Source: an optimization exercise on an open RTL-to-GDS flow (aim: small area). Production flows keep margins and buffers that such runs may drop. RTL that was checked went through simulation tests only; none was proved equivalent to the original. Power is estimated from default activity; no workload was simulated.

==> flow/design.v <==
module TLC(HG,HY,HR,FG,FY,FR,FL_show,HL_show,time_short,time_long,time_buf,coil,button,rst,clk);
	input coil,button,rst,clk;
	input [6:0] time_short,time_long;
	output HG,HY,HR,FG,FY,FR;
	output [6:0] HL_show,FL_show;
	input [3:0] time_buf;
	function [6:0] add7;
		input [6:0] a, b;
		input ci;
		integer i;
		reg cy;
		begin
			cy = ci;
			for (i = 0; i < 7; i = i + 1) begin
				add7[i] = a[i] ^ b[i] ^ cy;
				cy = (a[i] & b[i]) | (cy & (a[i] ^ b[i]));
			end
		end
	endfunction
	reg [2:0] s, ns;
	localparam [2:0] E0 = 3'd0, E1 = 3'd1, E2 = 3'd3, E3 = 3'd2, E4 = 3'd5, E5 = 3'd7, E6 = 3'd6, E7 = 3'd4;
	reg [6:0] H, F;
	wire H1 = (H == 7'd1);
	wire F1 = (F == 7'd1);
	wire FE = (F == add7({3'd0, time_buf}, 7'd2, 1'b0));
	always @* begin
		case (s)
			E0: ns = H1 ? E1 : E0;
			E1: ns = button ? E3 : coil ? E2 : E1;
			E2: ns = !coil ? E1 : H1 ? E3 : E2;
			E3: ns = H1 ? E4 : E3;
			E4: ns = FE ? E5 : E4;
			E5: ns = F1 ? E6 : E5;
			E6: ns = F1 ? E7 : E6;
			default: ns = FE ? E0 : E7;
		endcase
	end
	wire p0 = s == E0, p1 = s == E1, p2 = s == E2, p3 = s == E3;
	wire p4 = s == E4, p5 = s == E5, p6 = s == E6, p7 = s == E7;
	wire hl_tb = rst || (p1 && !button);
	wire hl_ts = !rst && ((p1 && button) || (p2 && H1));
	wire hl_tl = !rst && p3 && H1;
	wire hl = hl_tb || hl_ts || hl_tl;
	wire [6:0] ha = hl_tb ? {3'd0, time_buf} : hl_ts ? time_short : hl_tl ? time_long : H;
	wire hm = !hl && !p4;
	wire [6:0] Hn = add7(ha, {hm, hm, hm, hm, hm, hm || (p4 && !hl), hm}, hl || p4);
	wire fl_ts = rst || (p7 && FE);
	wire fl_tl = !rst && p5 && F1;
	wire fl = fl_ts || fl_tl;
	wire fu = !rst && (p7 || (p6 && F1));
	wire [6:0] fa = fl_ts ? time_short : fl_tl ? time_long : F;
	wire fm = !fl && !fu && !(p0 || p1 || p2);
	wire [6:0] Fn = add7(fa, {fm, fm, fm, fm, fm, fm, fm || (p0 && !fl)}, fl || fu || p0);
	always @(posedge clk) begin
		s <= rst ? E0 : ns;
		H <= Hn;
		F <= Fn;
	end
	assign HL_show = (p1 || p2) ? 7'd99 : p4 ? 7'd0 : H;
	assign FL_show = (p0 || p1 || p2) ? 7'd99 : p7 ? 7'd0 : F;
	assign HG = p1 || p2 || p3;
	assign HY = p4;
	assign HR = p0 || p5 || p6 || p7;
	assign FG = p6;
	assign FY = p7;
	assign FR = !(p6 || p7);
endmodule
clock: 10.0 ns
lec_check: 0
cap_margin: 20
core_margin: 2
core_utilization: 40
slew_margin: 20
standard.sh (not shown) runs the stock make flow with config.mk's settings and CLKGATE_MAP_FILE= SYNTH_SCRIPT=/design/flow/synth_recipe.tcl, a recipe that flattens the netlist after the stock synthesis.
==> flow/flow/run.sh <==
#!/bin/bash
# Own layout flow: the standard flow (standard.sh) with three changes:
#  - synthesis: synth_recipe.tcl's passes unchanged (synth -nofsm -noshare, flatten, rename),
#    but ABC maps the logic with area-oriented scripts (flow/area*.abc, smallest result kept)
#    and without full-adder extraction;
#  - port buffers are the smallest buffer cell (buf_1);
#  - clock tree: one clkbuf_4 from the clock port to all registers, no dummy loads.
# ORFS writes each tool's log under orfs/logs; make's own output goes to flow_make.log.
set -euo pipefail
here=$(pwd)
export MY_ABC_DIR=$here/flow
bash standard.sh \
  SYNTH_SCRIPT=$here/flow/my_synth.tcl \
  ADDER_MAP_FILE= \
  "BUFFER_PORTS_ARGS=-buffer_cell sky130_fd_sc_hd__buf_1" \
  "CTS_ARGS=-buf_list sky130_fd_sc_hd__clkbuf_4 -root_buf sky130_fd_sc_hd__clkbuf_4 -dont_use_dummy_load -repair_clock_nets" \
  finish > $here/flow_make.log 2>&1
Other scripts of this flow, unchanged in this note and not shown: flow/flow/area0.abc, flow/flow/area1.abc, flow/flow/area2.abc, flow/flow/area3.abc, flow/flow/my_synth.tcl
The first run went through all stages and came out clean.
Change:
--- a/flow/design.v
+++ b/flow/design.v
@@ -18,25 +18,24 @@
 		end
 	endfunction
 	reg [2:0] s, ns;
-	localparam [2:0] E0 = 3'd0, E1 = 3'd1, E2 = 3'd3, E3 = 3'd2, E4 = 3'd5, E5 = 3'd7, E6 = 3'd6, E7 = 3'd4;
 	reg [6:0] H, F;
 	wire H1 = (H == 7'd1);
 	wire F1 = (F == 7'd1);
 	wire FE = (F == add7({3'd0, time_buf}, 7'd2, 1'b0));
 	always @* begin
 		case (s)
-			E0: ns = H1 ? E1 : E0;
-			E1: ns = button ? E3 : coil ? E2 : E1;
-			E2: ns = !coil ? E1 : H1 ? E3 : E2;
-			E3: ns = H1 ? E4 : E3;
-			E4: ns = FE ? E5 : E4;
-			E5: ns = F1 ? E6 : E5;
-			E6: ns = F1 ? E7 : E6;
-			default: ns = FE ? E0 : E7;
+			3'd0: ns = H1 ? 3'd1 : 3'd0;
+			3'd1: ns = button ? 3'd3 : coil ? 3'd2 : 3'd1;
+			3'd2: ns = !coil ? 3'd1 : H1 ? 3'd3 : 3'd2;
+			3'd3: ns = H1 ? 3'd4 : 3'd3;
+			3'd4: ns = FE ? 3'd5 : 3'd4;
+			3'd5: ns = F1 ? 3'd6 : 3'd5;
+			3'd6: ns = F1 ? 3'd7 : 3'd6;
+			default: ns = FE ? 3'd0 : 3'd7;
 		endcase
 	end
-	wire p0 = s == E0, p1 = s == E1, p2 = s == E2, p3 = s == E3;
-	wire p4 = s == E4, p5 = s == E5, p6 = s == E6, p7 = s == E7;
+	wire p0 = s == 3'd0, p1 = s == 3'd1, p2 = s == 3'd2, p3 = s == 3'd3;
+	wire p4 = s == 3'd4, p5 = s == 3'd5, p6 = s == 3'd6, p7 = s == 3'd7;
 	wire hl_tb = rst || (p1 && !button);
 	wire hl_ts = !rst && ((p1 && button) || (p2 && H1));
 	wire hl_tl = !rst && p3 && H1;
@@ -52,7 +51,7 @@
 	wire fm = !fl && !fu && !(p0 || p1 || p2);
 	wire [6:0] Fn = add7(fa, {fm, fm, fm, fm, fm, fm, fm || (p0 && !fl)}, fl || fu || p0);
 	always @(posedge clk) begin
-		s <= rst ? E0 : ns;
+		s <= rst ? 3'd0 : ns;
 		H <= Hn;
 		F <= Fn;
 	end
Effect:
- global-route usage went up by 0.37 points
- synthesized cell count went up by about 3%
- power went up by about 38%
- utilization went up by 0.26 points
- clock skew stays flat
- hold slack improves by 79 ps
- routed wire length went up by 1.7%
- final area went up by about 1.4%
- setup slack degrades by 1200 ps
- die area went up by 1.6%
- area after synthesis went up by about 1.7%
Only the layout flow was run in the second run of this note; the RTL was not checked for function there.

[afterwards: timing with drivers on the ports]
In the flow no input, the clock included, has a driving cell. The finished layouts below were timed again as built, in two steps. Step 1, drivers: a clkbuf_16 drives clk and a buf_2 each remaining input, both assumed. Step 2 also shifts input and output timing later by t, the mid clock arrival at the registers, as if the neighbouring blocks saw the same clock. a / b / c = ideal ports / drivers / drivers and shift; a / b = the first two.
| run | shift t [ns] | setup slack, ns | slew at the worst register clock pin (ns) | worst data-port slew with drivers (ns) | cell pins on the clock port's net |
|---|---|---|---|---|---|
| the first run | 0.310 | 4.883 / 4.875 / 4.565 | 0.11 / 0.11 | 0.03 | 1 |
| the second run | 0.314 | 3.689 / 3.689 / 3.375 | 0.12 / 0.12 | 0.03 | 1 |
After both steps every run listed still meets setup and hold. For the first run, which loses most, drivers alone change the setup slack by -0.008 ns; drivers and shift together by -0.318 ns.
